Background: an optimization exercise with open tools, aiming at small area and a short achievable clock period. Do not read the settings as production practice. Only simulation tests tie the RTL to the original design; equivalence was not proved. No activity file was given, so power comes from the tool's default toggle rates.

===== flow/config.mk =====
export PLATFORM = sky130hd
export DESIGN_NAME = brouter
export DESIGN_NICKNAME = brouter
export VERILOG_FILES = /design/flow/design.v
export SDC_FILE = /design/flow/constraint.sdc
export NUM_CORES = 4
export LEC_CHECK = 0
export CAP_MARGIN = 20
export CORE_AREA = 5 5 515 515
export DIE_AREA = 0 0 520 520
export SLEW_MARGIN = 20

===== flow/constraint.sdc =====
create_clock -name core_clock -period 6.0 [get_ports {clk}]
set_input_delay 1.2000 -clock core_clock [delete_from_list [all_inputs] [get_ports {clk}]]
set_output_delay 1.2000 -clock core_clock [all_outputs]
set_load 0.01 [all_outputs]

===== flow/design.v =====
module RouteCompute(
    input       [16+128-1:0]  control_in, 
    input       [1:0]    addrx,
    input       [1:0]    addry,
    input       [1:0]    addrx_max,
    input       [1:0]    addry_max,
    output      [4-1:0]  rmatrix);
    wire                valid;
    wire    [1:0]    destx;
    wire    [1:0]    desty;
    assign valid = control_in[11];
    assign destx = control_in[3:2];
    assign desty = control_in[1:0];
    assign rmatrix = 
        valid ? 
        {destx < addrx, destx > addrx, desty > addry, desty < addry} :
        4'b0000;
endmodule
module ejector
(
    input [4-1:0] addr,
    input [(16+128+0)-1:0] c0,
    input [(16+128+0)-1:0] c1,
    input [(16+128+0)-1:0] c2,
    input [(16+128+0)-1:0] c3,
    output [(16+128+0)-1:0] c0_o,
    output [(16+128+0)-1:0] c1_o,
    output [(16+128+0)-1:0] c2_o,
    output [(16+128+0)-1:0] c3_o,
    output [(16+128+0)-1:0] c_out
);
    wire ej_0 = c0[11] && (c0[3:0] == addr);
    wire ej_1 = c1[11] && (c1[3:0] == addr);
    wire ej_2 = c2[11] && (c2[3:0] == addr);
    wire ej_3 = c3[11] && (c3[3:0] == addr);
    wire ej0 = ej_0;
    wire ej1 = ~ej_0 && ej_1;
    wire ej2 = ~ej_0 && ~ej_1 && ej_2;
    wire ej3 = ~ej_0  && ~ej_1 && ~ej_2 && ej_3;
    assign c0_o = ej0 ? 0 : c0;
    assign c1_o = ej1 ? 0 : c1;
    assign c2_o = ej2 ? 0 : c2;
    assign c3_o = ej3 ? 0 : c3;
    assign c_out =
        ej_0 ? c0 :
        (ej_1 ? c1 :
         (ej_2 ? c2 :
          (ej_3 ? c3 : 0)));
endmodule
module injector
(
    input [(16+128+0)-1:0] c0,
    input [(16+128+0)-1:0] c1,
    input [(16+128+0)-1:0] c2,
    input [(16+128+0)-1:0] c3,
    output [(16+128+0)-1:0] c0_o,
    output [(16+128+0)-1:0] c1_o,
    output [(16+128+0)-1:0] c2_o,
    output [(16+128+0)-1:0] c3_o,
    input [(16+128+0)-1:0] c_in,
    output used,
    output ready
);
    wire
        valid0 = c0[11], valid1 = c1[11],
        valid2 = c2[11], valid3 = c3[11],
        valid_inj = c_in[11];
    wire inj_0 = valid_inj && ~valid0;
    wire inj_1 = valid_inj && valid0 && ~valid1;
    wire inj_2 = valid_inj && valid0 && valid1 && ~valid2;
    wire inj_3 = valid_inj && valid0 && valid1 && valid2 && ~valid3;
    assign ready = ~valid0 || ~valid1 || ~valid2 || ~valid3;
    assign used = valid_inj & ready;
    assign c0_o = inj_0 ? c_in : c0;
    assign c1_o = inj_1 ? c_in : c1;
    assign c2_o = inj_2 ? c_in : c2;
    assign c3_o = inj_3 ? c_in : c3;
endmodule
module sortnet
(
    input clk,
    input rst,
    input [4-1:0] rmatrix0,
    input [4-1:0] rmatrix1,
    input [4-1:0] rmatrix2,
    input [4-1:0] rmatrix3,
    input [(16+128+0)-1:0] control0_in,
    input [(16+128+0)-1:0] control1_in,
    input [(16+128+0)-1:0] control2_in,
    input [(16+128+0)-1:0] control3_in,
    output [(16+128+0)-1:0] control0_out,
    output [(16+128+0)-1:0] control1_out,
    output [(16+128+0)-1:0] control2_out,
    output [(16+128+0)-1:0] control3_out
);
    wire [7:0] gold_sel;
    wire [15:0] prand;
    golden_counter gc(.clk(clk), .rst(rst), .gold_sel(gold_sel));
    pseudorandom ps(.clk(clk), .rst(rst), .pseudorand(prand));
    wire [(16+128+0)-1:0] inter0, inter1, inter2, inter3;
    wire [4-1:0] inter0_rm, inter1_rm, inter2_rm, inter3_rm;
    arbiter_block arb0(
            .gold_sel(gold_sel),
            .pseudorand(prand[3]),
            .in0(control0_in),
            .in1(control2_in),
            .rmatrix0(rmatrix0),
            .rmatrix1(rmatrix2),
            .out0(inter0),
            .out1(inter2),
            .rmout0(inter0_rm),
            .rmout1(inter2_rm),
            .route_0(4'b1100),
            .route_1(4'b0011));
    arbiter_block arb1(
            .gold_sel(gold_sel),
            .pseudorand(prand[3]),
            .in0(control1_in),
            .in1(control3_in),
            .rmatrix0(rmatrix1),
            .rmatrix1(rmatrix3),
            .out0(inter1),
            .out1(inter3),
            .rmout0(inter1_rm),
            .rmout1(inter3_rm),
            .route_0(4'b1100),
            .route_1(4'b0011));
    wire [4-1:0] dummy0_rm, dummy1_rm, dummy2_rm, dummy3_rm;
    arbiter_block arb2(
            .gold_sel(gold_sel),
            .pseudorand(prand[3]),
            .in0(inter0),
            .in1(inter1),
            .rmatrix0(inter0_rm),
            .rmatrix1(inter1_rm),
            .out0(control0_out),
            .out1(control1_out),
            .rmout0(dummy0_rm),
            .rmout1(dummy1_rm),
            .route_0(4'b1000),
            .route_1(4'b0100));
    arbiter_block arb3(
            .gold_sel(gold_sel),
            .pseudorand(prand[3]),
            .in0(inter2),
            .in1(inter3),
            .rmatrix0(inter2_rm),
            .rmatrix1(inter3_rm),
            .out0(control2_out),
            .out1(control3_out),
            .rmout0(dummy2_rm),
            .rmout1(dummy3_rm),
            .route_0(4'b0010),
            .route_1(4'b0001));
endmodule
module arbiter_block
(
    input pseudorand,
    input [7:0] gold_sel,
    input [(16+128+0)-1:0] in0,
    input [(16+128+0)-1:0] in1,
    output [(16+128+0)-1:0] out0,
    output [(16+128+0)-1:0] out1,
    input [4-1:0] rmatrix0,
    input [4-1:0] rmatrix1,
    output [4-1:0] rmout0,
    output [4-1:0] rmout1,
    input [4-1:0] route_0,
    input [4-1:0] route_1
);
    wire desired0 = (rmatrix0 & route_1) != 0 ? 1 : 0;
    wire desired1 = (rmatrix1 & route_1) != 0 ? 1 : 0;
    wire valid0 = in0[11], valid1 = in1[11];
    wire [7:0] goldnum0 = { in0[15:12], in0[7:4] }, goldnum1 = { in1[15:12], in1[7:4] };
    wire gold0 = (goldnum0 == gold_sel), gold1 = (goldnum1 == gold_sel);
    wire [3-1:0] seq0 = in0[10:8], seq1 = in1[10:8];
    wire winner = ( 
            (valid0 && valid1) && (gold0 && gold1) && (seq1 > seq0) ||
            (valid0 && valid1) && (~gold0 && gold1) ||
            (valid0 && valid1) && (~gold0 && ~gold1) && pseudorand ||
            (~valid0 && valid1)
            );
    wire swap =
        winner ? ~desired1 : desired0;
    assign rmout0 = swap ? rmatrix1 : rmatrix0;
    assign rmout1 = swap ? rmatrix0 : rmatrix1;
    assign out0 = swap ? in1 : in0;
    assign out1 = swap ? in0 : in1;
endmodule
module golden_counter
(
    input clk,
    input rst,
    output reg [7:0] gold_sel
);
    always @(posedge clk)
        if (rst) gold_sel <= 0;
        else gold_sel <= gold_sel + 1;
endmodule
module pseudorandom
(
    input clk,
    input rst,
    output reg [15:0] pseudorand
);
    always @(posedge clk)
        if (rst) pseudorand <= 16'h0001;
        else pseudorand <= { pseudorand[14:0], pseudorand[7] ^ pseudorand[3] };
endmodule
module brouter
#(parameter     addr = 4'b0101)
(   
    input       [16+128-1:0]  port0_ci,
    input       [16+128-1:0]  port1_ci,
    input       [16+128-1:0]  port2_ci,
    input       [16+128-1:0]  port3_ci,
    input       [16+128-1:0]  port4_ci,
    output                  port4_ack,
    input                   clk,
    input                   rst,
    output      [16+128-1:0]  port0_co,
    output      [16+128-1:0]  port1_co,
    output      [16+128-1:0]  port2_co,
    output      [16+128-1:0]  port3_co,
    output      [16+128-1:0]  port4_co,
    output                  port4_ready);
    wire    [1:0]    addrx, max_addrx;
    wire    [1:0]    addry, max_addry;
    assign addrx = addr[3:2];    
    assign addry = addr[1:0];    
    assign max_addrx = 2'b11;
    assign max_addry = 2'b11;
    wire [16+128-1:0] port0_c_0, port1_c_0, port2_c_0, port3_c_0, port4_c_0;
    assign port0_c_0 = (rst) ? {16+128{1'b0}} : port0_ci;
    assign port1_c_0 = (rst) ? {16+128{1'b0}} : port1_ci;
    assign port2_c_0 = (rst) ? {16+128{1'b0}} : port2_ci;
    assign port3_c_0 = (rst) ? {16+128{1'b0}} : port3_ci;
    assign port4_c_0 = (rst) ? {16+128{1'b0}} : port4_ci;
    reg [16+128-1:0] port0_c_0_r, port1_c_0_r, port2_c_0_r, port3_c_0_r;
    always @(posedge clk) begin
        port0_c_0_r <= port0_c_0;
        port1_c_0_r <= port1_c_0;
        port2_c_0_r <= port2_c_0;
        port3_c_0_r <= port3_c_0;
    end
    wire [(16+128+0)-1:0] port0_c_1, port1_c_1, port2_c_1, port3_c_1;
    wire [(16+128+0)-1:0] port0_c_2, port1_c_2, port2_c_2, port3_c_2;
    wire [(16+128+0)-1:0] port4_c_2;
    ejector ej(
            .addr(addr),
            .c0(port0_c_0_r),
            .c1(port1_c_0_r),
            .c2(port2_c_0_r),
            .c3(port3_c_0_r),
            .c0_o(port0_c_1),
            .c1_o(port1_c_1),
            .c2_o(port2_c_1),
            .c3_o(port3_c_1),
            .c_out(port4_c_2));
    injector ij(
            .c0(port0_c_1),
            .c1(port1_c_1),
            .c2(port2_c_1),
            .c3(port3_c_1),
            .c0_o(port0_c_2),
            .c1_o(port1_c_2),
            .c2_o(port2_c_2),
            .c3_o(port3_c_2),
            .c_in(port4_c_0),
            .used(port4_ack),
            .ready(port4_ready));
    reg [(16+128+0)-1:0] port0_c_2_r, port1_c_2_r, port2_c_2_r, port3_c_2_r;
    always @(posedge clk) begin
        port0_c_2_r <= port0_c_2;
        port1_c_2_r <= port1_c_2;
        port2_c_2_r <= port2_c_2;
        port3_c_2_r <= port3_c_2;
    end
    wire [(16+128+0)-1:0] port0_c_3, port1_c_3, port2_c_3, port3_c_3;
    wire [4-1:0] rmatrix0, rmatrix1, rmatrix2, rmatrix3;
    RouteCompute rc0(.control_in(port0_c_2_r [16+128-1:0] ),
                     .addrx(addrx),
                     .addry(addry),
                     .addrx_max(max_addrx),
                     .addry_max(max_addry),
                     .rmatrix(rmatrix0));
    RouteCompute rc1(.control_in(port1_c_2_r [16+128-1:0] ),
                     .addrx(addrx),
                     .addry(addry),
                     .addrx_max(max_addrx),
                     .addry_max(max_addry),
                     .rmatrix(rmatrix1));
    RouteCompute rc2(.control_in(port2_c_2_r [16+128-1:0] ),
                     .addrx(addrx),
                     .addry(addry),
                     .addrx_max(max_addrx),
                     .addry_max(max_addry),
                     .rmatrix(rmatrix2));
    RouteCompute rc3(.control_in(port3_c_2_r [16+128-1:0] ),
                     .addrx(addrx),
                     .addry(addry),
                     .addrx_max(max_addrx),
                     .addry_max(max_addry),
                     .rmatrix(rmatrix3));
    sortnet sn(
            .clk(clk),
            .rst(rst),
            .rmatrix0(rmatrix0),
            .rmatrix1(rmatrix1),
            .rmatrix2(rmatrix2),
            .rmatrix3(rmatrix3),
            .control0_in(port0_c_2_r),
            .control1_in(port1_c_2_r),
            .control2_in(port2_c_2_r),
            .control3_in(port3_c_2_r),
            .control0_out(port0_c_3),
            .control1_out(port1_c_3),
            .control2_out(port2_c_3),
            .control3_out(port3_c_3));
    reg [(16+128+0)-1:0] port0_c_3_r, port1_c_3_r, port2_c_3_r, port3_c_3_r;
    always @(posedge clk) begin
        port0_c_3_r <= port0_c_3;
        port1_c_3_r <= port1_c_3;
        port2_c_3_r <= port2_c_3;
        port3_c_3_r <= port3_c_3;
    end
    assign port0_co = port0_c_3_r;
    assign port1_co = port1_c_3_r;
    assign port2_co = port2_c_3_r;
    assign port3_co = port3_c_3_r;
    assign port4_co = port4_c_2;
endmodule

===== flow/run.sh =====
#!/bin/bash
# synth_recipe.tcl (not shown) runs the flow's synth.tcl, then flattens the netlist and writes it again
# the make line also repeats each setting of config.mk as NAME=value (left out here)
make -C /OpenROAD-flow-scripts/flow DESIGN_CONFIG=/design/flow/config.mk WORK_HOME=/design/flow/orfs CLKGATE_MAP_FILE= SYNTH_SCRIPT=/design/flow/synth_recipe.tcl finish

==> impl_results.md <==
* Drt drc at 0
* Largest net degree at the start of global routing at ~130
* FILL cells at between 20000 and 30000
* Cts-stage hold buffer count at 0
* Postcts setup bufs at 0
* Area of the multi-input gates at 27400 µm²
* Placed cell area at 82900 µm²
* IO Pins at about 1400
* Reg2Reg Setup Slack at 0.54 ns
* First-pass iteration count of the detailed router at 6
* Clock Skew at 0.0932 ns
* Hold path cells at 2
* Hold path startpoint: port3_c_0_r[108]$_SDFF_PP0_
* # rows at around 190
* Chip Width at 520 µm
* Die height at 520 µm
* Synth top area cells: dfxtp_1 (54%), mux2i_1 (18%), nor2b_1 (5.8%), o21ai_0 (5.6%), nand3_1 (3.4%)
* Pwr dens at ~340 nW/µm²
* Placeable core area at between 200000 and 300000 µm²
* Status: complete, no violations
* Slew Viols, Final at 0
* CTS tree: built
* RSZ-0062 raised after global routing: false
* Design area at roughly 89000 µm²
* Worst path cell trace: nor4bb_1 > and2_4 > buf_12 > a221oi_1 > o21ai_0 > clkdlybuf4s50_1
* Avg Vias per Cell at around 4.9
* Worst EP arrival at between 4 and 5 ns
* TNS Setup at 0 ns
* Worst skew pair latency at about 0.86 ns
* Tmin final at about 5.7 ns
* FF/Latch Area at 34900 µm²
* Crit path kind: reg2out
* Clock buffer depth at 3
* CP delay by family, top: compound AO/OA/AOI/OAI gates
* Post-synth EDFFs at 0
* Worst-Margin Slew at between 1 and 1.5 ns
* Post-CTS resize count at 0
* Max frequency at roughly 180 MHz
* HP Class: reg2reg
* H-tree Lvls at 4
* Crit path buf inv count at 2
* 1st-iter DRT viols at around 5100
* Register area share after synthesis at 54.0%
* Final nets at 8367
* Cell Area, Synth at roughly 65000 µm²
* R2R depth at 19
* CTS sink count at 1744
* Worst r2r src: sn.gc.gold_sel[5]$_SDFF_PP0_
* CP peak stage delay at 0.92 ns
* Worst-path clk slew at about 0.060 ns
* Hold Path End: port3_c_2_r[108]$_DFF_P_
* Crit path max fanout at 45
* Fin worst setup slack at 0.337 ns
* Smallest hold slack at between 0.4 and 0.5 ns
* # setup viols final at 0
* Predominant post-synthesis flop cell: dfxtp_1
* IO Port Bufs at approximately 1400
* Synth warn at 3
* Area Overhead vs Synth at 38.2%
* Yosys top cell by area: dfxtp_1
* Final wirelength at 322 mm
* CP Launch Type: flip-flop
* CP required at around 4.8 ns
* Count leader, synth: dfxtp_1
* Via count at 54600
* Initial Util at 24.9%
* Worst vdd ir at approximately 320 µV
* Worst slack at placement at 0.708 ns
* Leakage at around 37 nW
* Antenna violations before repair at approximately 150
* TritonCTS Buffers at between 150 and 200
* Share of flip-flops with an asynchronous set or reset at 0%
* First-pass GRT wire length at between 400 and 500 mm
* Setup crit end kind: output pin
* Share of layout cells above drive strength 1 at slightly above 6%
* Yosys top cell area share at a little over half
* Synthesized area per cell at 10.2 µm²
* Cells after synthesis at ~6300
* Vias in the first global route at about 55000
* Die Area at ~270000 µm²
* Netlist cell types at between 60 and 70
* WL per Instance at approximately 29 µm
* Post-synth top cells: dfxtp_1 (1744), mux2i_1 (1137), o21ai_0 (727)
* Routability Congestion at a little under 1
* Slowest CP cell: o21ai_0
* Global route overflow at 0
* R2r endpoint: port2_c_3_r[58]$_DFF_P_
* Root Buffer Master: clkbuf_16
* Yosys reg bits at roughly 1700
* Crit share post-route at between 90% and 100%
* Post-DP HPWL at roughly 250 mm
* Max capacitance violation total at 0
* Rel. slew slack at 22.2%
* Antenna Nets Post-Route at 0
* Hold Fails Final Rpt at 0
* GRT Overall Usage at 22.7%
metal layers:
layer	GRT usage (%)	vias to the layer above	wire length, µm
met5	0	-	230
met4	12.1	36	18800
met3	6.79	629	30200
met2	32.8	2918	134000
met1	30.3	26600	139000
li1	-	24400	-
report_power, final:
part	switching [W]	internal, W	leakage [nW]
clock network	0.00505	0.00663	3.01
registers	0.000844	0.0127	14.5
logic	0.00278	0.00272	19.6
sequential cells by signal (all words and copies together), names as in the netlist:
register and flops:
port0_c_0_r 144, port0_c_2_r 144, port0_c_3_r 144, port1_c_0_r 144, port1_c_2_r 144, port1_c_3_r 144
port2_c_0_r 144, port2_c_2_r 144, port2_c_3_r 144, port3_c_0_r 144, port3_c_2_r 144, port3_c_3_r 144
sn.gc.gold_sel 8, sn.ps.pseudorand 8
cells in the final DEF, fill, tap and decap left out, drive strengths merged, types with 158 or more instances in the layout:
cell	count
buf	166
mux2i	1137
clkbuf	264
o21ai	727
clkdlybuf4s50	1440
dfxtp	1744
nor2b	602
nand2b	158
nand3	444
nor2	189
nand2	465
cell type report:
cell class | count | area share (%)
Sequential cell | 1744 | 39.1
Multi-Input combinational cell | 4053 | 30.7
Timing Repair Buffer | 1606 | 18.2
Clock buffer | 264 | 5.92
Tap cell | 3402 | 4.76
Clock inverter | 65 | 1.04
Antenna cell | 73 | 0.204
Inverter | 40 | 0.168
how the worst max path moves through the flow:
stage,slack (ns),cells past startpoint,startpoint,endpoint
CTS,0.42,6,port0_c_0_r[3]$_SDFF_PP0_,port4_co[100]
detailed placement,0.71,19,sn.gc.gold_sel[5]$_SDFF_PP0_,port3_c_3_r[61]$_DFF_P_
global route,0.33,19,sn.gc.gold_sel[3]$_SDFF_PP0_,port1_c_3_r[91]$_DFF_P_
floorplan,1.53,22,sn.gc.gold_sel[1]$_SDFF_PP0_,port1_c_3_r[115]$_DFF_P_
global placement,0.61,19,sn.gc.gold_sel[5]$_SDFF_PP0_,port2_c_3_r[79]$_DFF_P_
finish,0.34,6,port0_c_0_r[2]$_SDFF_PP0_,port4_co[100]
worst register-to-register path, delay by kind of cell, from the launching register on:
| kind | cells | cell delay, ns |
|---|---|---|
| mux | 3 | 0.99 |
| xor+xnor | 1 | 0.20 |
| flops | 1 | 0.59 |
| compound gates | 6 | 1.55 |
| fa+ha+maj | 1 | 0.29 |
| buf+inv | 4 | 0.97 |
| simple gates | 4 | 0.75 |
cell families after synthesis:
logic type	share of synthesized area [%]
compound gates	8.55
xor+xnor	0.474
fa+ha+maj	0.252
buf+inv	3.90
flops	54.0
mux	17.8
other cells	0.00580
simple gates	15.1
through the flow:
| step | power (W) | util, % | cells |
|---|---|---|---|
| CTS | 0.0310 | 34.4 | 11200 |
| global route | 0.0318 | 34.5 | 11200 |
| floorplan | 0.0159 | - | 6332 |
| finish | 0.0308 | 34.5 | 11200 |
| global placement | 0.0193 | 32.0 | 10800 |
| detailed placement | 0.0193 | 32.0 | 10800 |

-- re-timing with driven ports --
The flow's constraints put no driver on any port. The routed layout listed below was extracted and timed again, unchanged, in two steps.
Step 1 (the two cells are an assumption about what drives the block):
set clk [get_ports {clk}]
set_driving_cell -lib_cell sky130_fd_sc_hd__clkbuf_16 $clk
set_driving_cell -lib_cell sky130_fd_sc_hd__buf_2 [delete_from_list [all_inputs] $clk]
Step 2 adds t to the input delays and takes it off the output delays; t is the mean of the earliest and latest rising clock arrival at the registers after step 1. Input paths then give back, and output paths get back, about the clock's delay inside the block.
Three values: no drivers, after step 1, after step 2; two values: the first two.
t, ns: 0.895
setup WS [ns]: 0.337 / 0.255 / 0.539
worst hold slack (ns): 0.419 / 0.419 / 0.419
worst setup path after step 2: register to register
latest minus earliest clock arrival (ns): 0.099 / 0.099
After both steps this run still meets setup and hold. The setup slack of this run moves by -0.082 ns with the drivers and by +0.202 ns with both steps.
